This is an optimization exercise on Yosys and OpenROAD, whose aim is small area and a short achievable clock period, not a production implementation.
Function was checked by simulation only, so behaviour that the tests miss may differ from the original.
Power figures rest on the tool's default switching activity, not on a simulated workload.

File: design/flow/constraint.sdc
create_clock -name core_clock -period 10.0 [get_ports {CLK}]
set_input_delay 2.0000 -clock core_clock [delete_from_list [all_inputs] [get_ports {CLK}]]
set_output_delay 2.0000 -clock core_clock [all_outputs]
set_load 0.01 [all_outputs]
File: design/flow/config.mk
export PLATFORM = sky130hd
export DESIGN_NAME = alu
export DESIGN_NICKNAME = alu
export VERILOG_FILES = /design/flow/design.v
export SDC_FILE = /design/flow/constraint.sdc
export NUM_CORES = 4
export LEC_CHECK = 0
export ABC_AREA = 1
export CAP_MARGIN = 20
export CORE_MARGIN = 2
export CORE_UTILIZATION = 40
export SETUP_SLACK_MARGIN = 5
export SLEW_MARGIN = 20
File: design/flow/flow/fixinv.py
#!/usr/bin/env python3
"""Removes inverters around full adders in a flat sky130 netlist.

A full adder is self-dual: FA(~a, ~b, ~c) = (~sum, ~cout).  Yosys's extract_fa
leaves many full adders with inverted inputs or outputs; flipping such an adder
(feeding it the complemented inputs and complementing its outputs) lets the
inverters around it go.  Only combinational inverters and full adders change;
every register stays as it is.
usage: fixinv.py netlist.v [out.v]"""
import re, sys

src = open(sys.argv[1]).read()
out = sys.argv[2] if len(sys.argv) > 2 else sys.argv[1]
cell_re = re.compile(r'^  (sky130_fd_sc_hd__\w+) (\S+)\s+\((.*?)\n  \);\n', re.S | re.M)
first = cell_re.search(src)
head = src[:first.start()]
tail = src[src.rindex('endmodule'):]
cells = {}
order = []
for m in cell_re.finditer(src):
    typ, name, body = m.group(1), m.group(2), m.group(3)
    pins = dict((k, v.strip()) for k, v in re.findall(r'\.(\w+)\(([^()]*)\)', body))
    cells[name] = [typ, pins]
    order.append(name)
assert src[first.start():src.rindex('endmodule')].count(';') == len(order), "unparsed text"
OUTP = {'X', 'Y', 'SUM', 'COUT', 'Q', 'Q_N', 'HI', 'LO'}
INV = re.compile(r'sky130_fd_sc_hd__(inv|clkinv)_\d+$')
ports = set()
for m in re.finditer(r'^\s*(input|output)\s+(\[\d+:\d+\]\s+)?(\S+);', head, re.M):
    ports.add(m.group(3))
def portnet(n):
    return n.split('[')[0] in ports

def rebuild():
    global drv, loads
    drv, loads = {}, {}
    for name, (typ, pins) in cells.items():
        for p, n in pins.items():
            if p in OUTP:
                drv[n] = (name, p)
            else:
                loads.setdefault(n, []).append((name, p))
rebuild()
def is_inv(name):
    return name in cells and INV.match(cells[name][0])

cnt = [0]
def newnet():
    cnt[0] += 1
    return f"_fixinv{cnt[0]}_"
def newinv(a, y):
    cnt[0] += 1
    nm = f"_fixinv_cell{cnt[0]}_"
    cells[nm] = ['sky130_fd_sc_hd__inv_1', {'A': a, 'Y': y}]
    order.append(nm)
newnets = []

def gain(f):
    typ, pins = cells[f]
    g = 0
    for p in ('A', 'B', 'CIN'):
        n = pins[p]
        d = drv.get(n)
        if d and is_inv(d[0]):
            if len(loads.get(n, [])) == 1 and not portnet(n):
                g += 1
        else:
            if not any(is_inv(c) for c, _ in loads.get(n, [])):
                g -= 1
    for p in ('SUM', 'COUT'):
        n = pins[p]
        if portnet(n):
            return -99
        ls = loads.get(n, [])
        invs = [c for c, _ in ls if is_inv(c) and not portnet(cells[c][1]['Y'])]
        g += len(invs)
        if len(invs) < len(ls):
            g -= 1
    return g

def flip(f):
    typ, pins = cells[f]
    for p in ('A', 'B', 'CIN'):
        n = pins[p]
        d = drv.get(n)
        if d and is_inv(d[0]):
            pins[p] = cells[d[0]][1]['A']
        else:
            inv = [c for c, _ in loads.get(n, []) if is_inv(c)]
            if inv:
                pins[p] = cells[inv[0]][1]['Y']
            else:
                y = newnet(); newnets.append(y); newinv(n, y); pins[p] = y
    for p in ('SUM', 'COUT'):
        n = pins[p]
        n2 = newnet(); newnets.append(n2)
        pins[p] = n2
        rest = []
        for c, cp in loads.get(n, []):
            if is_inv(c) and not portnet(cells[c][1]['Y']):
                k = cells[c][1]['Y']
                for c2, p2 in loads.get(k, []):
                    cells[c2][1][p2] = n2
                del cells[c]
            else:
                rest.append((c, cp))
        if rest:
            newinv(n2, n)
    # drop inverters left without loads
    rebuild()
    changed = True
    while changed:
        changed = False
        for c in list(cells):
            if is_inv(c):
                y = cells[c][1]['Y']
                if not loads.get(y) and not portnet(y):
                    del cells[c]; changed = True
        if changed:
            rebuild()

def ninv():
    return sum(1 for c in cells if is_inv(c))
before = ninv()
while True:
    best = None
    for f, (typ, pins) in cells.items():
        if typ.startswith('sky130_fd_sc_hd__fa_'):
            g = gain(f)
            if g > 0 and (best is None or g > best[0]):
                best = (g, f)
    if best is None:
        break
    n0 = ninv()
    flip(best[1])
    assert ninv() < n0, (best, n0, ninv())
after = ninv()
order = [c for c in order if c in cells]
with open(out, 'w') as fo:
    fo.write(head)
    for n in newnets:
        fo.write(f"  wire {n};\n")
    for c in order:
        typ, pins = cells[c]
        fo.write(f"  {typ} {c} (\n" + ",\n".join(f"    .{p}({n}{' ' if n.startswith(chr(92)) else ''})" for p, n in pins.items()) + "\n  );\n")
    fo.write(tail)
print(f"fixinv: inverters {before} -> {after}", file=sys.stderr)
File: design/flow/flow/run.sh
#!/bin/bash
# The standard layout with two changes:
# - between synthesis and floorplan, fixinv.py flips full adders that Yosys
#   left with inverted inputs or outputs (a full adder is self-dual), so the
#   inverters around them go; registers and all else stay as synthesized;
# - the port buffers that placement inserts on every input and output are
#   buf_1 cells instead of the default delay buffer.
set -euo pipefail
W=$(pwd)
R=$W/orfs/results/$FLOW_PLATFORM/alu/base
bash standard.sh "$R/1_2_yosys.v" > synth.log 2>&1
cp "$R/1_2_yosys.v" 1_2_yosys.standard.v
python3 flow/fixinv.py "$R/1_2_yosys.v" > fixinv.log 2>&1
bash standard.sh "BUFFER_PORTS_ARGS=-buffer_cell sky130_fd_sc_hd__buf_1" finish > layout.log 2>&1
File: design/flow/standard.sh
#!/bin/bash
# synth_recipe.tcl (not shown) runs the flow's synth.tcl, then flattens the netlist and writes it again
# the make line also repeats each setting of config.mk as NAME=value (left out here)
make -C /OpenROAD-flow-scripts/flow DESIGN_CONFIG=/design/flow/config.mk WORK_HOME=/design/flow/orfs CLKGATE_MAP_FILE= SYNTH_SCRIPT=/design/flow/synth_recipe.tcl "${@:-finish}"
File: design/flow/design.v
module alu #(parameter N = 16)
(
    input  [N-1:0] OPA, OPB,
    input CIN, CLK, RST, CE, MODE,
    input [3:0] CMD,
    input [1:0] INP_VALID,
    output reg COUT,
    output reg OFLOW,
    output reg G,
    output reg L,
    output reg E,
    output reg ERR,
    output reg overflow,
    output reg [2*N:0] RES);
    reg [15:0] a, b;
    reg [3:0]  cmd;
    reg        mode, cin;
    reg [1:0]  iv;
    reg        mip;
    reg [24:8] acc;      
    wire v11 = (iv == 2'b11);
    wire v01 = (iv == 2'b01);
    wire v10 = (iv == 2'b10);
    wire is_mul = mode & v11 & ((cmd == 4'd9) | (cmd == 4'd10));
    wire start = ~mip & is_mul;
    always @(posedge CLK or posedge RST) begin
        if (RST) iv <= 2'b00;
        else if (CE & ~start) iv <= INP_VALID;
    end
    always @(posedge CLK) begin
        if (CE) begin
            if (start) begin
                b[7:0] <= b[15:8];
                b[15:8] <= x[7:0];
            end else begin
                a <= OPA; b <= OPB; cmd <= CMD; mode <= MODE; cin <= CIN;
            end
        end
    end
    reg m9, k1, k2;
    always @(posedge CLK) begin
        if (CE) begin
            m9 <= ~start & CMD[0];
            k1 <= start ? b[8] : CMD[0] ^ OPB[0];
            k2 <= ~start & CMD[0] & OPB[0];
        end
    end
    wire op9 = cmd[0];
    wire [7:0] sel = b[7:0];
    wire [16:0] r0 = ({17{k1}} & {1'b0, a}) | ({17{k2}} & {a, 1'b0});
    wire [15:0] pp1 = sel[1] ? a : 16'd0;
    wire [15:0] pp2 = sel[2] ? a : 16'd0;
    wire [15:0] pp3 = sel[3] ? a : 16'd0;
    wire [15:0] pp4 = sel[4] ? a : 16'd0;
    wire [15:0] pp5 = sel[5] ? a : 16'd0;
    wire [15:0] pp6 = sel[6] ? a : 16'd0;
    wire [15:0] pp7 = sel[7] ? a : 16'd0;
    wire [16:0] r8 = ({17{mip}} & acc[24:8]) | ({17{m9}} & {1'b0, b});
    wire mc = m9;
    wire hs1 = r0[5] ^ pp1[4];
    wire hc2 = r0[5] & pp1[4];
    wire fs3 = r0[6] ^ pp1[5] ^ pp2[4];
    wire fc4 = (r0[6] & pp1[5]) | (r0[6] & pp2[4]) | (pp1[5] & pp2[4]);
    wire hs5 = pp3[3] ^ pp4[2];
    wire hc6 = pp3[3] & pp4[2];
    wire fs7 = r0[7] ^ pp1[6] ^ pp2[5];
    wire fc8 = (r0[7] & pp1[6]) | (r0[7] & pp2[5]) | (pp1[6] & pp2[5]);
    wire fs9 = pp3[4] ^ pp4[3] ^ pp5[2];
    wire fc10 = (pp3[4] & pp4[3]) | (pp3[4] & pp5[2]) | (pp4[3] & pp5[2]);
    wire hs11 = pp6[1] ^ pp7[0];
    wire hc12 = pp6[1] & pp7[0];
    wire fs13 = r0[8] ^ pp1[7] ^ pp2[6];
    wire fc14 = (r0[8] & pp1[7]) | (r0[8] & pp2[6]) | (pp1[7] & pp2[6]);
    wire fs15 = pp3[5] ^ pp4[4] ^ pp5[3];
    wire fc16 = (pp3[5] & pp4[4]) | (pp3[5] & pp5[3]) | (pp4[4] & pp5[3]);
    wire fs17 = pp6[2] ^ pp7[1] ^ r8[8];
    wire fc18 = (pp6[2] & pp7[1]) | (pp6[2] & r8[8]) | (pp7[1] & r8[8]);
    wire fs19 = r0[9] ^ pp1[8] ^ pp2[7];
    wire fc20 = (r0[9] & pp1[8]) | (r0[9] & pp2[7]) | (pp1[8] & pp2[7]);
    wire fs21 = pp3[6] ^ pp4[5] ^ pp5[4];
    wire fc22 = (pp3[6] & pp4[5]) | (pp3[6] & pp5[4]) | (pp4[5] & pp5[4]);
    wire fs23 = pp6[3] ^ pp7[2] ^ r8[9];
    wire fc24 = (pp6[3] & pp7[2]) | (pp6[3] & r8[9]) | (pp7[2] & r8[9]);
    wire fs25 = r0[10] ^ pp1[9] ^ pp2[8];
    wire fc26 = (r0[10] & pp1[9]) | (r0[10] & pp2[8]) | (pp1[9] & pp2[8]);
    wire fs27 = pp3[7] ^ pp4[6] ^ pp5[5];
    wire fc28 = (pp3[7] & pp4[6]) | (pp3[7] & pp5[5]) | (pp4[6] & pp5[5]);
    wire fs29 = pp6[4] ^ pp7[3] ^ r8[10];
    wire fc30 = (pp6[4] & pp7[3]) | (pp6[4] & r8[10]) | (pp7[3] & r8[10]);
    wire fs31 = r0[11] ^ pp1[10] ^ pp2[9];
    wire fc32 = (r0[11] & pp1[10]) | (r0[11] & pp2[9]) | (pp1[10] & pp2[9]);
    wire fs33 = pp3[8] ^ pp4[7] ^ pp5[6];
    wire fc34 = (pp3[8] & pp4[7]) | (pp3[8] & pp5[6]) | (pp4[7] & pp5[6]);
    wire fs35 = pp6[5] ^ pp7[4] ^ r8[11];
    wire fc36 = (pp6[5] & pp7[4]) | (pp6[5] & r8[11]) | (pp7[4] & r8[11]);
    wire fs37 = r0[12] ^ pp1[11] ^ pp2[10];
    wire fc38 = (r0[12] & pp1[11]) | (r0[12] & pp2[10]) | (pp1[11] & pp2[10]);
    wire fs39 = pp3[9] ^ pp4[8] ^ pp5[7];
    wire fc40 = (pp3[9] & pp4[8]) | (pp3[9] & pp5[7]) | (pp4[8] & pp5[7]);
    wire fs41 = pp6[6] ^ pp7[5] ^ r8[12];
    wire fc42 = (pp6[6] & pp7[5]) | (pp6[6] & r8[12]) | (pp7[5] & r8[12]);
    wire fs43 = r0[13] ^ pp1[12] ^ pp2[11];
    wire fc44 = (r0[13] & pp1[12]) | (r0[13] & pp2[11]) | (pp1[12] & pp2[11]);
    wire fs45 = pp3[10] ^ pp4[9] ^ pp5[8];
    wire fc46 = (pp3[10] & pp4[9]) | (pp3[10] & pp5[8]) | (pp4[9] & pp5[8]);
    wire fs47 = pp6[7] ^ pp7[6] ^ r8[13];
    wire fc48 = (pp6[7] & pp7[6]) | (pp6[7] & r8[13]) | (pp7[6] & r8[13]);
    wire fs49 = r0[14] ^ pp1[13] ^ pp2[12];
    wire fc50 = (r0[14] & pp1[13]) | (r0[14] & pp2[12]) | (pp1[13] & pp2[12]);
    wire fs51 = pp3[11] ^ pp4[10] ^ pp5[9];
    wire fc52 = (pp3[11] & pp4[10]) | (pp3[11] & pp5[9]) | (pp4[10] & pp5[9]);
    wire fs53 = pp6[8] ^ pp7[7] ^ r8[14];
    wire fc54 = (pp6[8] & pp7[7]) | (pp6[8] & r8[14]) | (pp7[7] & r8[14]);
    wire fs55 = r0[15] ^ pp1[14] ^ pp2[13];
    wire fc56 = (r0[15] & pp1[14]) | (r0[15] & pp2[13]) | (pp1[14] & pp2[13]);
    wire fs57 = pp3[12] ^ pp4[11] ^ pp5[10];
    wire fc58 = (pp3[12] & pp4[11]) | (pp3[12] & pp5[10]) | (pp4[11] & pp5[10]);
    wire fs59 = pp6[9] ^ pp7[8] ^ r8[15];
    wire fc60 = (pp6[9] & pp7[8]) | (pp6[9] & r8[15]) | (pp7[8] & r8[15]);
    wire fs61 = r0[16] ^ pp1[15] ^ pp2[14];
    wire fc62 = (r0[16] & pp1[15]) | (r0[16] & pp2[14]) | (pp1[15] & pp2[14]);
    wire fs63 = pp3[13] ^ pp4[12] ^ pp5[11];
    wire fc64 = (pp3[13] & pp4[12]) | (pp3[13] & pp5[11]) | (pp4[12] & pp5[11]);
    wire fs65 = pp6[10] ^ pp7[9] ^ r8[16];
    wire fc66 = (pp6[10] & pp7[9]) | (pp6[10] & r8[16]) | (pp7[9] & r8[16]);
    wire fs67 = pp2[15] ^ pp3[14] ^ pp4[13];
    wire fc68 = (pp2[15] & pp3[14]) | (pp2[15] & pp4[13]) | (pp3[14] & pp4[13]);
    wire hs69 = pp5[12] ^ pp6[11];
    wire hc70 = pp5[12] & pp6[11];
    wire hs71 = pp3[15] ^ pp4[14];
    wire hc72 = pp3[15] & pp4[14];
    wire hs73 = r0[3] ^ pp1[2];
    wire hc74 = r0[3] & pp1[2];
    wire fs75 = r0[4] ^ pp1[3] ^ pp2[2];
    wire fc76 = (r0[4] & pp1[3]) | (r0[4] & pp2[2]) | (pp1[3] & pp2[2]);
    wire hs77 = pp3[1] ^ pp4[0];
    wire hc78 = pp3[1] & pp4[0];
    wire fs79 = hs1 ^ pp2[3] ^ pp3[2];
    wire fc80 = (hs1 & pp2[3]) | (hs1 & pp3[2]) | (pp2[3] & pp3[2]);
    wire fs81 = pp4[1] ^ pp5[0] ^ r8[5];
    wire fc82 = (pp4[1] & pp5[0]) | (pp4[1] & r8[5]) | (pp5[0] & r8[5]);
    wire fs83 = hc2 ^ fs3 ^ hs5;
    wire fc84 = (hc2 & fs3) | (hc2 & hs5) | (fs3 & hs5);
    wire fs85 = pp5[1] ^ pp6[0] ^ r8[6];
    wire fc86 = (pp5[1] & pp6[0]) | (pp5[1] & r8[6]) | (pp6[0] & r8[6]);
    wire fs87 = fc4 ^ hc6 ^ fs7;
    wire fc88 = (fc4 & hc6) | (fc4 & fs7) | (hc6 & fs7);
    wire fs89 = fs9 ^ hs11 ^ r8[7];
    wire fc90 = (fs9 & hs11) | (fs9 & r8[7]) | (hs11 & r8[7]);
    wire fs91 = fc8 ^ fc10 ^ hc12;
    wire fc92 = (fc8 & fc10) | (fc8 & hc12) | (fc10 & hc12);
    wire fs93 = fs13 ^ fs15 ^ fs17;
    wire fc94 = (fs13 & fs15) | (fs13 & fs17) | (fs15 & fs17);
    wire fs95 = fc14 ^ fc16 ^ fc18;
    wire fc96 = (fc14 & fc16) | (fc14 & fc18) | (fc16 & fc18);
    wire fs97 = fs19 ^ fs21 ^ fs23;
    wire fc98 = (fs19 & fs21) | (fs19 & fs23) | (fs21 & fs23);
    wire fs99 = fc20 ^ fc22 ^ fc24;
    wire fc100 = (fc20 & fc22) | (fc20 & fc24) | (fc22 & fc24);
    wire fs101 = fs25 ^ fs27 ^ fs29;
    wire fc102 = (fs25 & fs27) | (fs25 & fs29) | (fs27 & fs29);
    wire fs103 = fc26 ^ fc28 ^ fc30;
    wire fc104 = (fc26 & fc28) | (fc26 & fc30) | (fc28 & fc30);
    wire fs105 = fs31 ^ fs33 ^ fs35;
    wire fc106 = (fs31 & fs33) | (fs31 & fs35) | (fs33 & fs35);
    wire fs107 = fc32 ^ fc34 ^ fc36;
    wire fc108 = (fc32 & fc34) | (fc32 & fc36) | (fc34 & fc36);
    wire fs109 = fs37 ^ fs39 ^ fs41;
    wire fc110 = (fs37 & fs39) | (fs37 & fs41) | (fs39 & fs41);
    wire fs111 = fc38 ^ fc40 ^ fc42;
    wire fc112 = (fc38 & fc40) | (fc38 & fc42) | (fc40 & fc42);
    wire fs113 = fs43 ^ fs45 ^ fs47;
    wire fc114 = (fs43 & fs45) | (fs43 & fs47) | (fs45 & fs47);
    wire fs115 = fc44 ^ fc46 ^ fc48;
    wire fc116 = (fc44 & fc46) | (fc44 & fc48) | (fc46 & fc48);
    wire fs117 = fs49 ^ fs51 ^ fs53;
    wire fc118 = (fs49 & fs51) | (fs49 & fs53) | (fs51 & fs53);
    wire fs119 = fc50 ^ fc52 ^ fc54;
    wire fc120 = (fc50 & fc52) | (fc50 & fc54) | (fc52 & fc54);
    wire fs121 = fs55 ^ fs57 ^ fs59;
    wire fc122 = (fs55 & fs57) | (fs55 & fs59) | (fs57 & fs59);
    wire fs123 = fc56 ^ fc58 ^ fc60;
    wire fc124 = (fc56 & fc58) | (fc56 & fc60) | (fc58 & fc60);
    wire fs125 = fs61 ^ fs63 ^ fs65;
    wire fc126 = (fs61 & fs63) | (fs61 & fs65) | (fs63 & fs65);
    wire fs127 = fc62 ^ fc64 ^ fc66;
    wire fc128 = (fc62 & fc64) | (fc62 & fc66) | (fc64 & fc66);
    wire fs129 = fs67 ^ hs69 ^ pp7[10];
    wire fc130 = (fs67 & hs69) | (fs67 & pp7[10]) | (hs69 & pp7[10]);
    wire fs131 = fc68 ^ hc70 ^ hs71;
    wire fc132 = (fc68 & hc70) | (fc68 & hs71) | (hc70 & hs71);
    wire fs133 = pp5[13] ^ pp6[12] ^ pp7[11];
    wire fc134 = (pp5[13] & pp6[12]) | (pp5[13] & pp7[11]) | (pp6[12] & pp7[11]);
    wire fs135 = hc72 ^ pp4[15] ^ pp5[14];
    wire fc136 = (hc72 & pp4[15]) | (hc72 & pp5[14]) | (pp4[15] & pp5[14]);
    wire hs137 = pp6[13] ^ pp7[12];
    wire hc138 = pp6[13] & pp7[12];
    wire hs139 = pp5[15] ^ pp6[14];
    wire hc140 = pp5[15] & pp6[14];
    wire hs141 = r0[2] ^ pp1[1];
    wire hc142 = r0[2] & pp1[1];
    wire fs143 = hs73 ^ pp2[1] ^ pp3[0];
    wire fc144 = (hs73 & pp2[1]) | (hs73 & pp3[0]) | (pp2[1] & pp3[0]);
    wire fs145 = hc74 ^ fs75 ^ hs77;
    wire fc146 = (hc74 & fs75) | (hc74 & hs77) | (fs75 & hs77);
    wire fs147 = fc76 ^ hc78 ^ fs79;
    wire fc148 = (fc76 & hc78) | (fc76 & fs79) | (hc78 & fs79);
    wire fs149 = fc80 ^ fc82 ^ fs83;
    wire fc150 = (fc80 & fc82) | (fc80 & fs83) | (fc82 & fs83);
    wire fs151 = fc84 ^ fc86 ^ fs87;
    wire fc152 = (fc84 & fc86) | (fc84 & fs87) | (fc86 & fs87);
    wire fs153 = fc88 ^ fc90 ^ fs91;
    wire fc154 = (fc88 & fc90) | (fc88 & fs91) | (fc90 & fs91);
    wire fs155 = fc92 ^ fc94 ^ fs95;
    wire fc156 = (fc92 & fc94) | (fc92 & fs95) | (fc94 & fs95);
    wire fs157 = fc96 ^ fc98 ^ fs99;
    wire fc158 = (fc96 & fc98) | (fc96 & fs99) | (fc98 & fs99);
    wire fs159 = fc100 ^ fc102 ^ fs103;
    wire fc160 = (fc100 & fc102) | (fc100 & fs103) | (fc102 & fs103);
    wire fs161 = fc104 ^ fc106 ^ fs107;
    wire fc162 = (fc104 & fc106) | (fc104 & fs107) | (fc106 & fs107);
    wire fs163 = fc108 ^ fc110 ^ fs111;
    wire fc164 = (fc108 & fc110) | (fc108 & fs111) | (fc110 & fs111);
    wire fs165 = fc112 ^ fc114 ^ fs115;
    wire fc166 = (fc112 & fc114) | (fc112 & fs115) | (fc114 & fs115);
    wire fs167 = fc116 ^ fc118 ^ fs119;
    wire fc168 = (fc116 & fc118) | (fc116 & fs119) | (fc118 & fs119);
    wire fs169 = fc120 ^ fc122 ^ fs123;
    wire fc170 = (fc120 & fc122) | (fc120 & fs123) | (fc122 & fs123);
    wire fs171 = fc124 ^ fc126 ^ fs127;
    wire fc172 = (fc124 & fc126) | (fc124 & fs127) | (fc126 & fs127);
    wire fs173 = fc128 ^ fc130 ^ fs131;
    wire fc174 = (fc128 & fc130) | (fc128 & fs131) | (fc130 & fs131);
    wire fs175 = fc132 ^ fc134 ^ fs135;
    wire fc176 = (fc132 & fc134) | (fc132 & fs135) | (fc134 & fs135);
    wire fs177 = fc136 ^ hc138 ^ hs139;
    wire fc178 = (fc136 & hc138) | (fc136 & hs139) | (hc138 & hs139);
    wire hs179 = hc140 ^ pp6[15];
    wire hc180 = hc140 & pp6[15];
    wire hs181 = r0[0] ^ r8[0];
    wire hc182 = r0[0] & r8[0];
    wire fs183 = r0[1] ^ pp1[0] ^ r8[1];
    wire fc184 = (r0[1] & pp1[0]) | (r0[1] & r8[1]) | (pp1[0] & r8[1]);
    wire fs185 = hs141 ^ pp2[0] ^ r8[2];
    wire fc186 = (hs141 & pp2[0]) | (hs141 & r8[2]) | (pp2[0] & r8[2]);
    wire fs187 = hc142 ^ fs143 ^ r8[3];
    wire fc188 = (hc142 & fs143) | (hc142 & r8[3]) | (fs143 & r8[3]);
    wire fs189 = fc144 ^ fs145 ^ r8[4];
    wire fc190 = (fc144 & fs145) | (fc144 & r8[4]) | (fs145 & r8[4]);
    wire fs191 = fc146 ^ fs147 ^ fs81;
    wire fc192 = (fc146 & fs147) | (fc146 & fs81) | (fs147 & fs81);
    wire fs193 = fc148 ^ fs149 ^ fs85;
    wire fc194 = (fc148 & fs149) | (fc148 & fs85) | (fs149 & fs85);
    wire fs195 = fc150 ^ fs151 ^ fs89;
    wire fc196 = (fc150 & fs151) | (fc150 & fs89) | (fs151 & fs89);
    wire fs197 = fc152 ^ fs153 ^ fs93;
    wire fc198 = (fc152 & fs153) | (fc152 & fs93) | (fs153 & fs93);
    wire fs199 = fc154 ^ fs155 ^ fs97;
    wire fc200 = (fc154 & fs155) | (fc154 & fs97) | (fs155 & fs97);
    wire fs201 = fc156 ^ fs157 ^ fs101;
    wire fc202 = (fc156 & fs157) | (fc156 & fs101) | (fs157 & fs101);
    wire fs203 = fc158 ^ fs159 ^ fs105;
    wire fc204 = (fc158 & fs159) | (fc158 & fs105) | (fs159 & fs105);
    wire fs205 = fc160 ^ fs161 ^ fs109;
    wire fc206 = (fc160 & fs161) | (fc160 & fs109) | (fs161 & fs109);
    wire fs207 = fc162 ^ fs163 ^ fs113;
    wire fc208 = (fc162 & fs163) | (fc162 & fs113) | (fs163 & fs113);
    wire fs209 = fc164 ^ fs165 ^ fs117;
    wire fc210 = (fc164 & fs165) | (fc164 & fs117) | (fs165 & fs117);
    wire fs211 = fc166 ^ fs167 ^ fs121;
    wire fc212 = (fc166 & fs167) | (fc166 & fs121) | (fs167 & fs121);
    wire fs213 = fc168 ^ fs169 ^ fs125;
    wire fc214 = (fc168 & fs169) | (fc168 & fs125) | (fs169 & fs125);
    wire fs215 = fc170 ^ fs171 ^ fs129;
    wire fc216 = (fc170 & fs171) | (fc170 & fs129) | (fs171 & fs129);
    wire fs217 = fc172 ^ fs173 ^ fs133;
    wire fc218 = (fc172 & fs173) | (fc172 & fs133) | (fs173 & fs133);
    wire fs219 = fc174 ^ fs175 ^ hs137;
    wire fc220 = (fc174 & fs175) | (fc174 & hs137) | (fs175 & hs137);
    wire fs221 = fc176 ^ fs177 ^ pp7[13];
    wire fc222 = (fc176 & fs177) | (fc176 & pp7[13]) | (fs177 & pp7[13]);
    wire fs223 = fc178 ^ hs179 ^ pp7[14];
    wire fc224 = (fc178 & hs179) | (fc178 & pp7[14]) | (hs179 & pp7[14]);
    wire hs225 = hc180 ^ pp7[15];
    wire hc226 = hc180 & pp7[15];
    wire [24:0] xa = {1'b0, hc226, fc224, fc222, fc220, fc218, fc216, fc214, fc212, fc210, fc208, fc206, fc204, fc202, fc200, fc198, fc196, fc194, fc192, fc190, fc188, fc186, fc184, hc182, hs181};
    wire [24:0] xb = {1'b0, 1'b0, hs225, fs223, fs221, fs219, fs217, fs215, fs213, fs211, fs209, fs207, fs205, fs203, fs201, fs199, fs197, fs195, fs193, fs191, fs189, fs187, fs185, fs183, mc};
    wire [24:0] x = xa + xb;
    always @(posedge CLK) begin
        if (~mip) acc <= x[24:8];
    end
    wire incdec = ~v11;                        
    wire dec = cmd[0];                         
    wire sgn = (cmd == 4'd11) | (cmd == 4'd12);
    wire sub = (cmd == 4'd1) | (cmd == 4'd3) | (cmd == 4'd12);
    wire [15:0] xo = v01 ? b : a;
    wire [16:0] xs = {sgn & a[15], xo};
    wire [16:0] yb = {sgn & b[15], b};
    wire [16:0] ys = incdec ? {17{dec}} : (sub ? ~yb : yb);
    wire cs = incdec ? ~dec : (cmd == 4'd2) ? cin : (cmd == 4'd3) ? ~cin : sub;
    wire [17:0] s1 = {xs, 1'b1} + {ys, cs};    
    wire [16:0] s = s1[17:1];
    wire [15:0] ca = {a[15] ^ sgn, a[14:0]};
    wire [15:0] cb = {b[15] ^ sgn, b[14:0]};
    wire eq = (a == b);
    wire lt = (ca < cb);
    wire b_one = &b;
    reg [3:0] lut;
    always @* begin
        lut = 4'b0000;
        if (~mode) begin
            if (v11) begin
                case (cmd)
                    4'd0: lut = 4'b1000;
                    4'd1: lut = 4'b0111;
                    4'd2: lut = 4'b1110;
                    4'd3: lut = 4'b0001;
                    4'd4: lut = 4'b0110;
                    4'd5: lut = 4'b1001;
                    default: lut = 4'b0000;
                endcase
            end else if (v01) begin
                if (cmd == 4'd7) lut = 4'b0101;    
            end else if (v10) begin
                if (cmd == 4'd6) lut = 4'b0011;    
            end
        end
    end
    wire [15:0] lg = (a & b & {16{lut[3]}}) | (a & ~b & {16{lut[2]}}) |
                     (~a & b & {16{lut[1]}}) | (~a & ~b & {16{lut[0]}});
    wire rotop = v11;                          
    wire [3:0] ramt = cmd[0] ? (rotop ? b[3:0] : 4'd15) : (rotop ? (4'd0 - b[3:0]) : 4'd1);
    wire [15:0] r1 = ramt[0] ? {xo[0], xo[15:1]} : xo;
    wire [15:0] r2 = ramt[1] ? {r1[1:0], r1[15:2]} : r1;
    wire [15:0] r3 = ramt[2] ? {r2[3:0], r2[15:4]} : r2;
    wire [15:0] rot = ramt[3] ? {r3[7:0], r3[15:8]} : r3;
    wire big = |b[15:4];
    reg selS, selS16, selExt, holdLo, holdHi, selRot, selShr, selShl;
    reg cn, on, gn, ln, en, errn, ovn;
    always @* begin
        selS = 0; selS16 = 0; selExt = 0; holdLo = 0; holdHi = 0;
        selRot = 0; selShr = 0; selShl = 0;
        cn = 0; on = 0; gn = 0; ln = 0; en = 0; errn = 0; ovn = 0;
        if (mip) begin
        end else if (iv == 2'b00) begin
            holdLo = 1; holdHi = 1;
        end else if (mode) begin
            if (v11) begin
                case (cmd)
                    4'd0: begin selS = 1; selS16 = 1; holdHi = 1; cn = s[16]; end
                    4'd1: begin selS = 1; selS16 = 1; selExt = 1; on = s[16]; end
                    4'd2: begin selS = 1; selS16 = 1; end
                    4'd3: begin selS = 1; selS16 = 1; selExt = 1; on = s[16] & ~(cin & b_one); end
                    4'd8: begin en = eq; gn = ~eq & ~lt; ln = lt; end
                    4'd9, 4'd10: begin holdLo = 1; holdHi = 1; end
                    4'd11: begin selS = 1; selS16 = 1; selExt = 1;
                                 ovn = ~(a[15] ^ b[15]) & (s[15] ^ a[15]);
                                 en = eq; gn = ~eq & ~lt; ln = lt; end
                    4'd12: begin selS = 1; selS16 = 1; selExt = 1;
                                 ovn = (a[15] ^ b[15]) & (s[15] ^ a[15]);
                                 en = eq; gn = ~eq & ~lt; ln = lt; end
                    default: errn = 1;
                endcase
            end else if (v01) begin
                case (cmd)
                    4'd6: begin selS = 1; errn = s[16]; end
                    4'd7: begin selS = 1; on = s[16]; end
                    default: errn = 1;
                endcase
            end else begin
                case (cmd)
                    4'd4: begin selS = 1; errn = s[16]; end
                    4'd5: begin selS = 1; on = s[16]; errn = s[16]; end
                    default: errn = 1;
                endcase
            end
        end else begin
            if (v11) begin
                case (cmd)
                    4'd0, 4'd1, 4'd2, 4'd3, 4'd4, 4'd5: ;
                    4'd12, 4'd13: begin selRot = ~big; errn = big; end
                    default: errn = 1;
                endcase
            end else if (v01) begin
                case (cmd)
                    4'd7: ;
                    4'd10: selShr = 1;
                    4'd11: selShl = 1;
                    default: errn = 1;
                endcase
            end else begin
                case (cmd)
                    4'd6: ;
                    4'd8: selShr = 1;
                    4'd9: selShl = 1;
                    default: errn = 1;
                endcase
            end
        end
    end
    wire [15:0] rsel = {selRot | selShl, {14{selRot | selShl | selShr}}, selRot | selShr};
    wire [32:0] y = {{16{selExt & s[16]}},
                     (selS16 & s[16]) | (selShl & xo[15]),
                     ({16{selS}} & s[15:0]) | lg | (rsel & rot)};
    wire [32:0] prod9 = {x, b[15:8]};
    wire [32:0] prod10 = {x[23:0], b[15:8], 1'b0};
    wire p9 = mip & op9;
    wire p10 = mip & ~op9;
    wire ldLo = ~mip & ~holdLo;
    wire ldHi = ~mip & ~holdHi;
    wire [32:0] rn;
    assign rn[16:0] = ({17{p9}} & prod9[16:0]) | ({17{p10}} & prod10[16:0]) |
                      ({17{ldLo}} & y[16:0]) | ({17{~(mip | ldLo)}} & RES[16:0]);
    assign rn[32:17] = ({16{p9}} & prod9[32:17]) | ({16{p10}} & prod10[32:17]) |
                       ({16{ldHi}} & y[32:17]) | ({16{~(mip | ldHi)}} & RES[32:17]);
    always @(posedge CLK or posedge RST) begin
        if (RST) RES <= 0;
        else if (CE) RES <= rn;
    end
    always @(posedge CLK or posedge RST) begin
        if (RST) begin
            COUT <= 0; OFLOW <= 0; G <= 0; L <= 0; E <= 0; ERR <= 0; overflow <= 0;
            mip <= 0;
        end else if (CE) begin
            COUT <= cn; OFLOW <= on; G <= gn; L <= ln; E <= en; ERR <= errn; overflow <= ovn;
            mip <= start;
        end
    end
endmodule
==> results.sh, run 1 <==
export IMPL_slew_violations=0
export IMPL_io_buffers=82
export IMPL_synthCells=1814
export IMPL_cts_tree="built"
export IMPL_clock_root_buffer="clkbuf_16"
export IMPL_clock_fmax_mhz=206.1
export IMPL_hold_buffers=0
export IMPL_crit_chain="clkinvlp_4 > buf_4 > o22ai_2 > inv_1 > fa_1 > fa_1 > fa_1 > fa_1 > inv_1 > ha_2 > nand2_2 > nor4_4 > nand3_1 > nand3_1 > nand2_1 > and2_1 > nand2_1 > nand3_1 > nand2_1 > nand2_1"
export IMPL_start_util_pct=40.69
export IMPL_pwr_share_clk_pct=9.4
export IMPL_crit_fanout=6
export IMPL_period_share_pct=48.53
export IMPL_worst_slew_pin_slew_ps=996.5
export IMPL_min_period_ps=4853
export IMPL_critPathRequiredTime_ps=10270
export IMPL_coreArea_um2=32620
export IMPL_first_global_vias=12680
export IMPL_viasPerCell=5.627
export IMPL_ys_warn_count=1
export IMPL_critPathKind="flop to flop"
export IMPL_areaGrowthSynthToFinish_pct=13.42
export IMPL_crit_arrival_ps=5120
export IMPL_totalPowerFinal_mw=3.997
export IMPL_hold_slack_ps=485.9
export IMPL_htreeDepth=3
export IMPL_drc=0
export IMPL_cpMaxStageDelayCell="fa_1"
export IMPL_multi_input_area_um2=9545
export IMPL_max_slew_margin_pct=33.41
export IMPL_num_rows=66
export IMPL_regArea_um2=2818
export IMPL_cts_buffer_depth=2
export IMPL_io_pins=83
export IMPL_vias=13240
export IMPL_outcome="finished clean"
export IMPL_die_w_um=186.2
export IMPL_die_area_um2=34660
export IMPL_grt_usage_pct=29.02
export IMPL_powerDensity_nw_per_um2=265.5
export IMPL_gp_congestion=0.9787
export IMPL_numClockSinks=101
export IMPL_fin_nets=2171
export IMPL_antenna_found_initial=0
export IMPL_hold_class="flop to flop"
export IMPL_clk_transition_reported_paths_ps=100
export IMPL_grt_pass1_wl_um=74980
export IMPL_rsz0062_at_grt="yes"
export IMPL_detail_route_wl_per_cell_um=20.99
export IMPL_swShare_pct=53.07
export IMPL_drt_iter0_drc=1533
export IMPL_setup_viol=0
export IMPL_synth_area_um2=13270
export IMPL_n_antenna_cell=0
export IMPL_syn_area_per_cell_um2=7.317
export IMPL_insertion_delay_ps=390
export IMPL_end_kind="flop"
export IMPL_grt_max_degree=53
export IMPL_fillers=3337
export IMPL_ant_nets=0
export IMPL_dp_hpwl_um=37660
export IMPL_drv_cap=0
export IMPL_cts_buffers_inserted=9
export IMPL_ir_drop_mv=0.2486
export IMPL_drive_gt1_share_pct=10.68
export IMPL_fp_dieH_um=186.2
export IMPL_seqPwrFrac_pct=16.6
export IMPL_grt_overflow_total=0
export IMPL_combinationalPowerShare_pct=74.0
export IMPL_final_setup_tns_ps=0
export IMPL_cp_buffers_inverters=4
export IMPL_finalHoldViolations=0
export IMPL_startpoint_type="flop"
export IMPL_internal_power_mw=1.876
export IMPL_slowest_delay_ps=520
export IMPL_stdcell_area_um2=15050
export IMPL_routed_wl_um=49370
export IMPL_dpl_instance_area_um2=13820
export IMPL_p_leak_nw=7.243
export IMPL_switchingPower_mw=2.122
export IMPL_dr_pass1_iters=6
export IMPL_skew_ps=28.12
export IMPL_crit_family="adder cells"
export IMPL_synth_nets=2080
==> registers in the layout, indices dropped and copies added, names as in the netlist <==
name	flops
k1	1
RES	33
a	16
mip	1
cin	1
acc	17
COUT	1
b	16
ERR	1
overflow	1
iv	2
cmd	4
G	1
L	1
OFLOW	1
mode	1
E	1
m9	1
k2	1
==> placed cells by master (no fill, tap or decap), drive strengths merged, types with 19 or more instances in the layout <==
cell type  count
a21oi        104
buf          152
dfrtp         43
edfxtp        58
fa           102
ha           121
inv          233
nand2        559
nand3        165
nor2          69
nor3          19
o21ai        133
o22ai         31
xor2          20
==> power by group through the flow <==
stage               clock network, mW  registers, mW  logic, mW
floorplan                           0          0.663       1.69
global placement                    0          0.688       2.35
detailed placement                  0          0.685       2.36
CTS                             0.377          0.666       2.42
global route                    0.391          0.672       3.26
finish                          0.374          0.664       2.96
==> layout make-up <==
| type | count | share of cell area (%) |
|---|---|---|
| timing repair buffer | 153 | 5.934 |
| tap | 442 | 3.674 |
| clock inverter | 6 | 0.4156 |
| inverter | 240 | 6.217 |
| multi-input combinational | 1399 | 63.41 |
| clock buffer | 10 | 1.587 |
| timing repair inverter | 1 | 0.04987 |
| sequential | 101 | 18.72 |
==> worst reg2reg max path: cells and delay by family, from the launching register on <==
kind,cells,cell delay [ps]
buffers and inverters,4,550
AO/OA/AOI/OAI,1,240
AND/OR/NAND/NOR,10,1190
adder cells (fa/ha/maj),5,2260
flip-flops,1,480
==> through the flow <==
stage / setup WS [ps] / cells / utilization, %
finish: 5148 / 2352 / 46.15
CTS: 5016 / 2324 / 44.32
floorplan: 5195 / 1814 / -
global route: 4955 / 2352 / 46.15
global placement: 4694 / 2272 / 42.36
detailed placement: 4627 / 2272 / 42.37
==> final timing paths <==
path | from | endpoint | slack (ps) | depth (start not counted)
worst max-delay path | k2 | RES[32] | 5150 | 20
worst min-delay path | ERR | ERR | 490 | 2
worst max register to register | k2 | RES[32] | 5150 | 20
worst min register to register | ERR | ERR | 490 | 2
max in group asynchronous | RST | RES[19] | 7590 | 2
min in group asynchronous | RST | G | 1800 | 2
==> layer usage <==
layer / vias up / share of wire [%] / global-route usage, %
met5: - / 0 / 0
met4: 0 / 3.1 / 9.260
met3: 109 / 10 / 7.593
met2: 722 / 44 / 44.12
met1: 6315 / 43 / 40.36
li1: 6089 / - / -
==> timing repair <==
item	in CTS	in global routing
gates cloned	0	1
resized for setup	11	81
buffers inserted	36	27
pin swaps	0	12
setup endpoints to repair	29	30
==> inputs of run 2 (changes only) <==
--- a/design/flow/design.v
+++ b/design/flow/design.v
@@ -38,14 +38,12 @@
         end
     end
-    reg m9, k1, k2;
+    reg m9;
     always @(posedge CLK) begin
-        if (CE) begin
-            m9 <= ~start & CMD[0];
-            k1 <= start ? b[8] : CMD[0] ^ OPB[0];
-            k2 <= ~start & CMD[0] & OPB[0];
-        end
+        if (CE) m9 <= ~start & CMD[0];
     end
     wire op9 = cmd[0];
     wire [7:0] sel = b[7:0];
+    wire k1 = m9 ^ sel[0];
+    wire k2 = m9 & sel[0];
     wire [16:0] r0 = ({17{k1}} & {1'b0, a}) | ({17{k2}} & {a, 1'b0});
     wire [15:0] pp1 = sel[1] ? a : 16'd0;
@@ -405,16 +403,16 @@
     wire [32:0] prod9 = {x, b[15:8]};
     wire [32:0] prod10 = {x[23:0], b[15:8], 1'b0};
-    wire p9 = mip & op9;
-    wire p10 = mip & ~op9;
-    wire ldLo = ~mip & ~holdLo;
-    wire ldHi = ~mip & ~holdHi;
+    wire p9 = CE & mip & op9;
+    wire p10 = CE & mip & ~op9;
+    wire ldLo = CE & ~mip & ~holdLo;
+    wire ldHi = CE & ~mip & ~holdHi;
     wire [32:0] rn;
     assign rn[16:0] = ({17{p9}} & prod9[16:0]) | ({17{p10}} & prod10[16:0]) |
-                      ({17{ldLo}} & y[16:0]) | ({17{~(mip | ldLo)}} & RES[16:0]);
+                      ({17{ldLo}} & y[16:0]) | ({17{~(p9 | p10 | ldLo)}} & RES[16:0]);
     assign rn[32:17] = ({16{p9}} & prod9[32:17]) | ({16{p10}} & prod10[32:17]) |
-                       ({16{ldHi}} & y[32:17]) | ({16{~(mip | ldHi)}} & RES[32:17]);
+                       ({16{ldHi}} & y[32:17]) | ({16{~(p9 | p10 | ldHi)}} & RES[32:17]);
     always @(posedge CLK or posedge RST) begin
         if (RST) RES <= 0;
-        else if (CE) RES <= rn;
+        else RES <= rn;
     end
     always @(posedge CLK or posedge RST) begin
--- a/design/flow/flow/run.sh
+++ b/design/flow/flow/run.sh
@@ -1,4 +1,6 @@
 #!/bin/bash
-# The standard layout with two changes:
+# The standard layout with these changes:
+# - synthesis maps no half adders (ha cells are added to the don't-use list),
+#   so Yosys extracts full adders only and ABC maps the rest;
 # - between synthesis and floorplan, fixinv.py flips full adders that Yosys
 #   left with inverted inputs or outputs (a full adder is self-dual), so the
@@ -9,4 +11,6 @@
 W=$(pwd)
 R=$W/orfs/results/$FLOW_PLATFORM/alu/base
+# the platform's config.mk appends its own list to this one
+export DONT_USE_CELLS="sky130_fd_sc_hd__ha_1 sky130_fd_sc_hd__ha_2 sky130_fd_sc_hd__ha_4"
 bash standard.sh "$R/1_2_yosys.v" > synth.log 2>&1
 cp "$R/1_2_yosys.v" 1_2_yosys.standard.v
--- a/design/flow/config.mk
+++ b/design/flow/config.mk
@@ -12,2 +12,3 @@
 export SETUP_SLACK_MARGIN = 5
 export SLEW_MARGIN = 20
+export TNS_END_PERCENT = 0
==> run 2 against run 1 <==
Clock-buffer cell count shrank 1. Worst hold slack worse by 0.60 ps. Synthesized cell count shrank 1.4%. Flip-flop and latch count is 2 lower. Combinational power grew 1%. Core utilization decreased by 0.40 points. Sequential share of layout area is 0.24 points higher. Non-clock buffer count is 25 lower. Setup slack got worse by 180 ps. Critical path depth is the same. Cell count shrank 2.3%.
==> results.sh, run 2 <==
export IMPL_outcome="finished clean"
export IMPL_internal_power_mw=1.895
export IMPL_regArea_um2=2759
export IMPL_drc=0
export IMPL_stdcell_area_um2=14550
export IMPL_critPathKind="flop to flop"
export IMPL_mostFrequentLayoutCells="517 x nand2_1, 225 x inv_1, 139 x nand3_1, 109 x ha_1, 96 x fa_1"
export IMPL_grt_max_degree=44
export IMPL_drt_iter0_drc=1213
export IMPL_end_kind="flop"
export IMPL_fin_nets=2125
export IMPL_critPathRequiredTime_ps=10250
export IMPL_period_share_pct=50.33
export IMPL_ys_warn_count=1
export IMPL_syn_area_per_cell_um2=7.260
export IMPL_start_util_pct=40.85
export IMPL_p_leak_nw=6.922
export IMPL_powerDensity_nw_per_um2=277.7
export IMPL_seqPwrFrac_pct=16.7
export IMPL_slowest_delay_ps=560
export IMPL_grt_usage_pct=29.63
export IMPL_final_common_cell="nand2_1"
export IMPL_final_setup_tns_ps=0
export IMPL_viasPerCell=5.642
export IMPL_drive_gt1_share_pct=8.535
export IMPL_dp_hpwl_um=38710
export IMPL_grt_pass1_wl_um=75480
export IMPL_crit_top_cell="fa_1"
export IMPL_pwr_share_clk_pct=9.2
export IMPL_clock_root_buffer="clkbuf_16"
export IMPL_rsz0062_at_grt="yes"
export IMPL_first_global_vias=12700
export IMPL_final_util_pct=45.76
export IMPL_place_ws_ps=4420
export IMPL_startpoint_type="flop"
export IMPL_vias=12970
export IMPL_cts_tree="built"
export IMPL_coreArea_um2=31800
export IMPL_max_slew_margin_pct=35.40
export IMPL_io_buffers=82
export IMPL_num_rows=65
export IMPL_antenna_found_initial=0
export IMPL_numClockSinks=99
export IMPL_worst_slew_pin_slew_ps=969.1
export IMPL_synth_nets=2056
export IMPL_crit_fanout=4
export IMPL_crit_start="m9"
export IMPL_finalHoldViolations=0
export IMPL_min_delay_start="overflow"
export IMPL_ir_drop_mv=0.2615
export IMPL_reg2reg_from="m9"
export IMPL_drv_cap=0
export IMPL_gp_congestion=0.9763
export IMPL_crit_chain="ha_4 > clkinvlp_4 > o22ai_1 > inv_1 > fa_1 > fa_1 > fa_1 > inv_1 > fa_1 > ha_4 > nand2_1 > o21ai_0 > nand2_1 > nand3_2 > a21oi_4 > nor2_1 > o21ai_1 > and2_1 > nand2_1 > nand3b_1"
export IMPL_clk_transition_reported_paths_ps=80
export IMPL_swShare_pct=53.10
export IMPL_areaGrowthSynthToFinish_pct=12.02
export IMPL_grt_overflow_total=0
export IMPL_reg_top3="RES x33, acc x17"
export IMPL_slew_violations=0
export IMPL_ant_nets=0
export IMPL_htreeDepth=3
export IMPL_io_pins=83
export IMPL_fillers=3253
export IMPL_min_period_ps=5033
export IMPL_hold_slack_ps=485.3
export IMPL_multi_input_area_um2=9319
export IMPL_routed_wl_um=49340
export IMPL_combinationalPowerShare_pct=74.2
export IMPL_detail_route_wl_per_cell_um=21.47
export IMPL_hold_class="flop to flop"
export IMPL_dp_cells=2246
export IMPL_setup_viol=0
export IMPL_cpMaxStageDelayCell="fa_1"
export IMPL_cts_buffer_depth=2
export IMPL_crit_arrival_ps=5280
export IMPL_dr_pass1_iters=6
export IMPL_insertion_delay_ps=380
export IMPL_regMostFlops="RES"
export IMPL_clock_fmax_mhz=198.7
export IMPL_skew_ps=17.45
export IMPL_die_area_um2=33930
export IMPL_cp_buffers_inverters=3
export IMPL_fp_dieH_um=184.2
export IMPL_setup_ws_ps=4967
export IMPL_die_w_um=184.2
export IMPL_synth_area_um2=12990
export IMPL_cts_buffers_inserted=9
export IMPL_final_cell_count_no_fill=2298
export IMPL_synthCells=1789
export IMPL_dpl_instance_area_um2=13570
export IMPL_switchingPower_mw=2.145
export IMPL_totalPowerFinal_mw=4.040
export IMPL_hold_buffers=0
export IMPL_n_antenna_cell=0
export IMPL_largest_register_ffs=33
export IMPL_crit_family="adder cells"
## run 2: final timing paths
path,slack [ps],end,depth (start not counted)
max in group asynchronous,7500,mip,2
setup / recovery,4970,RES[25],20
setup reg to reg,4970,RES[25],20
hold / removal,490,overflow,2
hold reg to reg,490,overflow,2
min in group asynchronous,1810,RES[20],2
## run 2: worst min-delay path: cells and delay by family, from the launching register on
family,cells,cell delay (ps)
AND/OR/NAND/NOR,1,50
flip-flops,1,350
AO/OA/AOI/OAI,1,60
## run 2: power groups by stage
| stage | Clock, mW | Sequential, mW | Combinational, mW |
|---|---|---|---|
| after global routing | 0.389 | 0.678 | 3.26 |
| final | 0.371 | 0.673 | 3.00 |
| after CTS | 0.372 | 0.672 | 2.37 |
| after floorplan | 0 | 0.656 | 1.61 |
| after detailed placement | 0 | 0.685 | 2.30 |
| after global placement | 0 | 0.690 | 2.30 |
## run 2: per-layer routing
| layer | share of wire (%) | track usage, % |
|---|---|---|
| met3 | 7.1 | 3.932 |
| met1 | 40 | 37.56 |
| met4 | 5.0 | 14.08 |
| met5 | 0 | 0 |
| met2 | 48 | 50.05 |
## run 2: final cells by class
class                   count  share of cell area, %
multi-input cells        1373                  64.05
flip-flops and latches     99                  18.96
inverters                 247                  6.518
repair buffers            128                  4.704
well taps                 435                  3.741
clock buffers               9                  1.548
clock inverters             7                 0.4816
## run 2: what timing repair did
item	in CTS	in global routing
cloned	0	0
resized for setup	10	77
pin swaps	0	27
endpoints found under the setup margin	35	35
setup buffers	15	21
==> inputs of run 3 (changes only) <==
--- a/design/flow/design.v
+++ b/design/flow/design.v
@@ -18,5 +18,5 @@
     reg [1:0]  iv;
     reg        mip;
-    reg [24:8] acc;      
+    reg [24:0] acc;
     wire v11 = (iv == 2'b11);
     wire v01 = (iv == 2'b01);
@@ -32,5 +32,4 @@
             if (start) begin
                 b[7:0] <= b[15:8];
-                b[15:8] <= x[7:0];
             end else begin
                 a <= OPA; b <= OPB; cmd <= CMD; mode <= MODE; cin <= CIN;
@@ -286,5 +285,5 @@
     wire [24:0] x = xa + xb;
     always @(posedge CLK) begin
-        if (~mip) acc <= x[24:8];
+        if (~mip) acc <= x;
     end
     wire incdec = ~v11;                        
@@ -401,6 +400,6 @@
                      (selS16 & s[16]) | (selShl & xo[15]),
                      ({16{selS}} & s[15:0]) | lg | (rsel & rot)};
-    wire [32:0] prod9 = {x, b[15:8]};
-    wire [32:0] prod10 = {x[23:0], b[15:8], 1'b0};
+    wire [32:0] prod9 = {x, acc[7:0]};
+    wire [32:0] prod10 = {x[23:0], acc[7:0], 1'b0};
     wire p9 = CE & mip & op9;
     wire p10 = CE & mip & ~op9;
==> run 3 against run 2 <==
Clock power rose by 4%. Sequential share of layout area is 1.6 points higher. Wire length down 7.0%. Sequential power increased by 11%. Maximum frequency up 2.1%. Core utilization fell by 0.56 points. Setup slack better by 100 ps.
==> results.sh, run 3 <==
export IMPL_drive_gt1_share_pct=7.493
export IMPL_crit_top_cell="fa_1"
export IMPL_max_slew_margin_pct=35.59
export IMPL_drc=0
export IMPL_hold_class="flop to flop"
export IMPL_end_kind="flop"
export IMPL_htreeDepth=3
export IMPL_ant_nets=0
export IMPL_dr_pass1_iters=5
export IMPL_insertion_delay_ps=390
export IMPL_gp_congestion=0.9576
export IMPL_place_ws_ps=4604
export IMPL_drv_cap=0
export IMPL_grt_max_degree=44
export IMPL_mostFrequentLayoutCells="497 x nand2_1, 238 x inv_1, 134 x nand3_1, 111 x ha_1, 102 x fa_1"
export IMPL_fin_nets=2077
export IMPL_holdPathEnd="ERR"
export IMPL_min_path_cells=2
export IMPL_n_antenna_cell=0
export IMPL_clock_fmax_mhz=202.8
export IMPL_cpMaxStageDelayCell="fa_1"
export IMPL_vias=12350
export IMPL_start_util_pct=40.40
export IMPL_coreArea_um2=32290
export IMPL_synth_nets=2012
export IMPL_finalHoldViolations=0
export IMPL_dp_hpwl_um=35880
export IMPL_setup_viol=0
export IMPL_io_buffers=82
export IMPL_antenna_found_initial=0
export IMPL_final_setup_tns_ps=0
export IMPL_synthCells=1745
export IMPL_grt_usage_pct=27.47
export IMPL_grt_overflow_total=0
export IMPL_clk_transition_reported_paths_ps=90
export IMPL_rrSetupSlack_ps=5070
export IMPL_crit_chain="ha_4 > clkinvlp_4 > buf_4 > o22ai_1 > inv_1 > fa_1 > fa_1 > fa_1 > fa_1 > inv_1 > ha_2 > a21o_1 > o21bai_1 > o21bai_2 > a21oi_2 > inv_1 > nand2_1 > nand3b_1 > and2_1"
export IMPL_worst_slew_pin_slew_ps=966.2
export IMPL_crit_arrival_ps=5080
export IMPL_ir_drop_mv=0.2163
export IMPL_die_w_um=184.6
export IMPL_cts_buffer_depth=2
export IMPL_cp_buffers_inverters=5
export IMPL_rsz0062_at_grt="yes"
export IMPL_slowest_delay_ps=550
export IMPL_first_global_vias=12080
export IMPL_regMostFlops="RES"
export IMPL_reg2reg_from="m9"
export IMPL_detail_route_wl_per_cell_um=20.33
export IMPL_outcome="finished clean"
export IMPL_ys_warn_count=1
export IMPL_skew_ps=20.06
export IMPL_num_rows=66
export IMPL_p_leak_nw=7.010
export IMPL_io_pins=83
export IMPL_die_area_um2=34070
export IMPL_cts_buffers_inserted=9
export IMPL_hold_buffers=0
export IMPL_critPathKind="flop to flop"
export IMPL_areaGrowthSynthToFinish_pct=11.88
export IMPL_syn_area_per_cell_um2=7.475
export IMPL_cts_tree="built"
export IMPL_largest_register_ffs=33
export IMPL_critPathRequiredTime_ps=10150
export IMPL_powerDensity_nw_per_um2=267.6
export IMPL_routed_wl_um=45890
export IMPL_slew_violations=0
export IMPL_regToRegEndpoint="acc[17]"
export IMPL_fp_dieH_um=184.6
export IMPL_grt_pass1_wl_um=70320
export IMPL_rr_worst_depth=19
export IMPL_startpoint_type="flop"
export IMPL_synth_area_um2=13040
export IMPL_fillers=3273
export IMPL_min_period_ps=4930
export IMPL_numClockSinks=107
export IMPL_totalPowerFinal_mw=3.905
export IMPL_crit_family="adder cells"
export IMPL_period_share_pct=49.30
export IMPL_drt_iter0_drc=1311
export IMPL_setup_ws_ps=5070
export IMPL_final_common_cell="nand2_1"
export IMPL_clock_root_buffer="clkbuf_16"
export IMPL_reg_top3="RES x33, acc x25"
export IMPL_viasPerCell=5.473
export IMPL_min_delay_start="ERR"
export IMPL_hold_slack_ps=484.6
export IMPL_crit_fanout=8
## run 3: cell types whose count changed in the layout (fill, tap and decap cells not counted), sizes merged, moves of 8 or more
cell	previous run	this run
edfxtp	56	64
o21ai	121	97
buf	128	119
mux2i	0	10
and2	12	3
nand4	36	25
nand2	533	514
## run 3: report_power, final
part / internal (mW) / switching (mW) / leakage [nW]
sequential: 0.667 / 0.0824 / 1.20
combinational: 1.02 / 1.75 / 5.67
clock: 0.179 / 0.204 / 0.146
total: 1.86 / 2.04 / 7.01
## run 3: timing repair
item,CTS,global route
gates cloned,0,1
endpoints found under the setup margin,34,38
resized for setup,17,50
pin swaps,2,20
buffers inserted,14,17
## run 3: per-layer routing
layer  up-vias  GRT usage (%)  wire [um]
li1       5824              -          -
met1      5972          35.44      19490
met2       471          45.80      21570
met3        85          2.865       2639
met4         0          13.82       2187
met5         -              0          0
## run 3: worst max path at each step
stage / start / endpoint / slack [ps] / depth (start not counted)
detailed placement: b[0] / RES[19] / 4600 / 19
CTS: m9 / RES[29] / 4970 / 22
floorplan: b[0] / acc[17] / 5140 / 19
global route: m9 / acc[17] / 4870 / 18
global placement: b[0] / RES[20] / 4600 / 19
finish: m9 / acc[17] / 5070 / 19
## run 3: worst register-to-register path: stages, from the launching register on
cell        delay (ps)
edfxtp_1           480
ha_4               330
clkinvlp_4         190
buf_4              210
o22ai_1            140
inv_1               70
fa_1               370
fa_1               400
fa_1               490
fa_1               550
inv_1               50
ha_2               300
a21o_1             190
o21bai_1           150
o21bai_2           200
a21oi_2            160
inv_1               60
nand2_1             70
nand3b_1           110
and2_1             180
## run 3: per-stage QoR
stage	area, um2	util (%)	cells
3_5_place_dp	13680	42.35	2209
5_1_grt	14590	45.20	2257
6_report	14590	45.20	2257
3_3_place_gp	13650	42.28	2208
2_1_floorplan	13040	-	1745
4_1_cts	14180	43.90	2239
## run 3: final cells by class
cell class / instances / area [um2] / share of cell area, %
Timing Repair inverter: 1 / 5.005 / 0.03429
Timing Repair Buffer: 119 / 618.1 / 4.235
Tap cell: 442 / 553.0 / 3.789
Clock inverter: 7 / 80.08 / 0.5487
Multi-Input combinational cell: 1324 / 9173 / 62.85
Inverter: 248 / 942.2 / 6.456
Sequential cell: 107 / 2998 / 20.54
Clock buffer: 9 / 225.2 / 1.543
==> inputs of run 4 (changes only) <==
==> design/flow/flow/run.sh (replaced) <==
#!/bin/bash
# The standard layout with these changes:
# - synthesis maps no half adders (ha cells are added to the platform's
#   don't-use list), so Yosys extracts full adders only and ABC maps the rest;
# - between synthesis and floorplan, fixinv.py flips full adders that Yosys
#   left with inverted inputs or outputs (a full adder is self-dual), so the
#   inverters around them go; registers and all else stay as synthesized;
# - the port buffers that placement inserts on every input and output are
#   buf_1 cells instead of the default delay buffer.
set -euo pipefail
W=$(pwd)
R=$W/orfs/results/$FLOW_PLATFORM/alu/base
# the platform's own don't-use list, plus the half adders
PLAT=$(awk '/^export DONT_USE_CELLS/{on=1; next} on && /^[^ \t]/{on=0} on' \
       "$FLOW_HOME/platforms/$FLOW_PLATFORM/config.mk" | tr -d '\\' | xargs)
DU="DONT_USE_CELLS=$PLAT sky130_fd_sc_hd__ha_1 sky130_fd_sc_hd__ha_2 sky130_fd_sc_hd__ha_4"
echo "$DU" > dont_use.log
bash standard.sh "$DU" "$R/1_2_yosys.v" > synth.log 2>&1
cp "$R/1_2_yosys.v" 1_2_yosys.synth.v
python3 flow/fixinv.py "$R/1_2_yosys.v" > fixinv.log 2>&1
bash standard.sh "$DU" "BUFFER_PORTS_ARGS=-buffer_cell sky130_fd_sc_hd__buf_1" finish > layout.log 2>&1
==> run 4 against run 3 <==
Critical path depth is 8 higher. Clock-buffer cell count grew 1. Register-to-register slack improved by 140 ps. Largest power group unchanged.
==> results.sh, run 4 <==
export IMPL_drt_iter0_drc=1338
export IMPL_first_global_vias=12350
export IMPL_hold_buffers=0
export IMPL_ant_nets=0
export IMPL_fillers=3323
export IMPL_num_rows=65
export IMPL_max_slew_margin_pct=36.88
export IMPL_powerDensity_nw_per_um2=249.4
export IMPL_dp_hpwl_um=36970
export IMPL_areaGrowthSynthToFinish_pct=12.01
export IMPL_crit_fanout=14
export IMPL_ys_warn_count=1
export IMPL_p_leak_nw=6.633
export IMPL_dr_pass1_iters=5
export IMPL_regMostFlops="RES"
export IMPL_io_pins=83
export IMPL_clock_root_buffer="clkbuf_16"
export IMPL_cts_buffers_inserted=9
export IMPL_hold_class="flop to flop"
export IMPL_worst_slew_pin_slew_ps=945.4
export IMPL_regToRegEndpoint="RES[26]"
export IMPL_fin_nets=2053
export IMPL_io_buffers=82
export IMPL_rsz0062_at_grt="yes"
export IMPL_setup_viol=0
export IMPL_crit_arrival_ps=5050
export IMPL_synth_area_um2=12800
export IMPL_clock_fmax_mhz=208.6
export IMPL_drv_cap=0
export IMPL_regArea_um2=2999
export IMPL_mostFrequentLayoutCells="547 x nand2_1, 238 x inv_1, 129 x nand3_1, 124 x nor2_1, 94 x fa_1"
export IMPL_min_path_cells=2
export IMPL_synthCells=1820
export IMPL_coreArea_um2=31560
export IMPL_worstSetupEndpoint="RES[26]"
export IMPL_die_w_um=182.9
export IMPL_critPathRequiredTime_ps=10250
export IMPL_die_area_um2=33440
export IMPL_clk_transition_reported_paths_ps=90
export IMPL_grt_max_degree=44
export IMPL_cts_tree="built"
export IMPL_min_period_ps=4793
export IMPL_fp_dieH_um=182.9
export IMPL_grt_pass1_wl_um=72080
export IMPL_detail_route_wl_per_cell_um=20.24
export IMPL_startpoint_type="flop"
export IMPL_skew_ps=15.79
export IMPL_syn_area_per_cell_um2=7.032
export IMPL_final_setup_tns_ps=0
export IMPL_gp_congestion=1.010
export IMPL_vias=12920
export IMPL_critPathKind="flop to flop"
export IMPL_start_util_pct=40.56
export IMPL_period_share_pct=47.93
export IMPL_totalPowerFinal_mw=3.575
export IMPL_rrSetupSlack_ps=5210
export IMPL_multi_input_area_um2=8688
export IMPL_viasPerCell=5.580
export IMPL_drc=0
export IMPL_drive_gt1_share_pct=12.44
export IMPL_cts_buffer_depth=2
export IMPL_antenna_found_initial=0
export IMPL_grt_overflow_total=0
export IMPL_reg_top3="RES x33, acc x25"
export IMPL_slew_violations=0
export IMPL_ir_drop_mv=0.1661
export IMPL_numClockSinks=107
export IMPL_grt_usage_pct=28.52
export IMPL_largest_register_ffs=33
export IMPL_end_kind="flop"
export IMPL_rr_worst_depth=27
export IMPL_final_util_pct=45.43
export IMPL_outcome="finished clean"
export IMPL_crit_start="m9"
export IMPL_routed_wl_um=46880
export IMPL_reg2reg_from="m9"
export IMPL_finalHoldViolations=0
export IMPL_htreeDepth=3
export IMPL_insertion_delay_ps=390
export IMPL_synth_nets=1965
export IMPL_final_common_cell="nand2_1"
## run 4: cell count changes in the layout (fill, tap and decap cells not counted), sizes merged, moves of 15 or more
| cell | previous run | this run |
|---|---|---|
| a21oi | 88 | 50 |
| buf | 119 | 150 |
| ha | 122 | 0 |
| nand2 | 514 | 582 |
| nor2 | 87 | 159 |
| o21ai | 97 | 112 |
| o22ai | 17 | 34 |
## run 4: metal layers
| layer | global-route usage, % | wire, um | vias to the layer above |
|---|---|---|---|
| li1 | - | - | 6059 |
| met1 | 37.02 | 19250 | 6165 |
| met2 | 47.53 | 22270 | 574 |
| met3 | 3.813 | 3079 | 126 |
| met4 | 12.96 | 2279 | 0 |
| met5 | 0 | 0 | - |
## run 4: where the power goes
part,switching [mW],internal (mW)
combinational,1.63,0.854
sequential,0.0746,0.657
clock,0.188,0.175
## run 4: worst min path at each step
stage | slack [ps] | start | endpoint
2_1_floorplan | 470 | acc[0] | RES[0]
3_3_place_gp | 460 | OFLOW | OFLOW
3_5_place_dp | 470 | G | G
4_1_cts | 490 | G | G
5_1_grt | 510 | overflow | overflow
6_report | 490 | G | G
## run 4: final cells by class
| cell class | count | area share (%) |
|---|---|---|
| repair buffers | 151 | 6.109 |
| clock buffers | 10 | 1.597 |
| clock inverters | 6 | 0.4102 |
| flip-flops and latches | 107 | 20.92 |
| well taps | 402 | 3.508 |
| multi-input cells | 1383 | 60.60 |
| diodes | 1 | 0.01746 |
| inverters | 256 | 6.834 |
## run 4: repair_timing
action                                  in CTS  in global routing
pin swaps                                    1                 29
endpoints found under the setup margin      36                 35
endpoints found under the hold margin        0                  0
resized for setup                            8                 91
setup buffers                               12                 46
## run 4: stage by stage
| stage | cells | worst slack (ps) | hold WS [ps] | instance area (um2) |
|---|---|---|---|---|
| floorplan | 1820 | 5097 | 468.1 | 12800 |
| global placement | 2241 | 4212 | 463.1 | 13280 |
| detailed placement | 2241 | 4063 | 469.3 | 13280 |
| CTS | 2269 | 4870 | 489.2 | 13720 |
| global route | 2315 | 4950 | 505.1 | 14330 |
| finish | 2316 | 5207 | 485.4 | 14340 |
## run 4: worst max-delay path, stage by stage, from the launching register on
cell        delay (ps)
edfxtp_1           470
clkinvlp_4         190
nand2_4            130
nand2_8            100
o22ai_1            140
inv_1               70
fa_1               500
fa_1               420
fa_1               480
fa_1               520
inv_1               60
nand2_2             70
inv_1               60
nor2_4             180
nand2_2             80
inv_1               90
nand3_2             90
nor2_2             170
nand2_1             80
nand2_2             80
nand2_1             70
nand2_2             80
nand2_1             70
nand2_1             60
nand2_1             40
and2_1             180
nand2_1             80
nand4_2             90

## re-timing with driven ports
Ports are ideal in the flow. The routed layouts listed here were re-timed in OpenROAD. Step 1: set_driving_cell puts a clkbuf_16 on CLK and a buf_2 on each other input, an assumption about the parent block. Step 2 also shifts input and output timing later by t, the mid clock arrival at the registers, as if the neighbouring blocks saw the same clock. a / b / c = ideal / step 1 / step 2; a / b = the first two.
| run | shift t [ns] | slack for setup (ns) | hold slack, ns | worst data-port slew with drivers (ns) | cell pins on the clock port's net |
|---|---|---|---|---|---|
| run 1 | 0.436 | 5.148 / 5.148 / 5.148 | 0.486 / 0.486 / 0.486 | 0.04 | 1 |
| run 2 | 0.420 | 4.967 / 4.967 / 4.967 | 0.485 / 0.485 / 0.485 | 0.05 | 1 |
| run 3 | 0.424 | 5.070 / 5.070 / 4.981 | 0.485 / 0.485 / 0.485 | 0.04 | 1 |
| run 4 | 0.428 | 5.207 / 5.207 / 5.207 | 0.485 / 0.485 / 0.485 | 0.03 | 1 |
After both steps setup and hold are still met in every run listed. For run 3, which loses most, drivers alone change the setup slack by 0.000 ns; drivers and shift together by -0.089 ns.
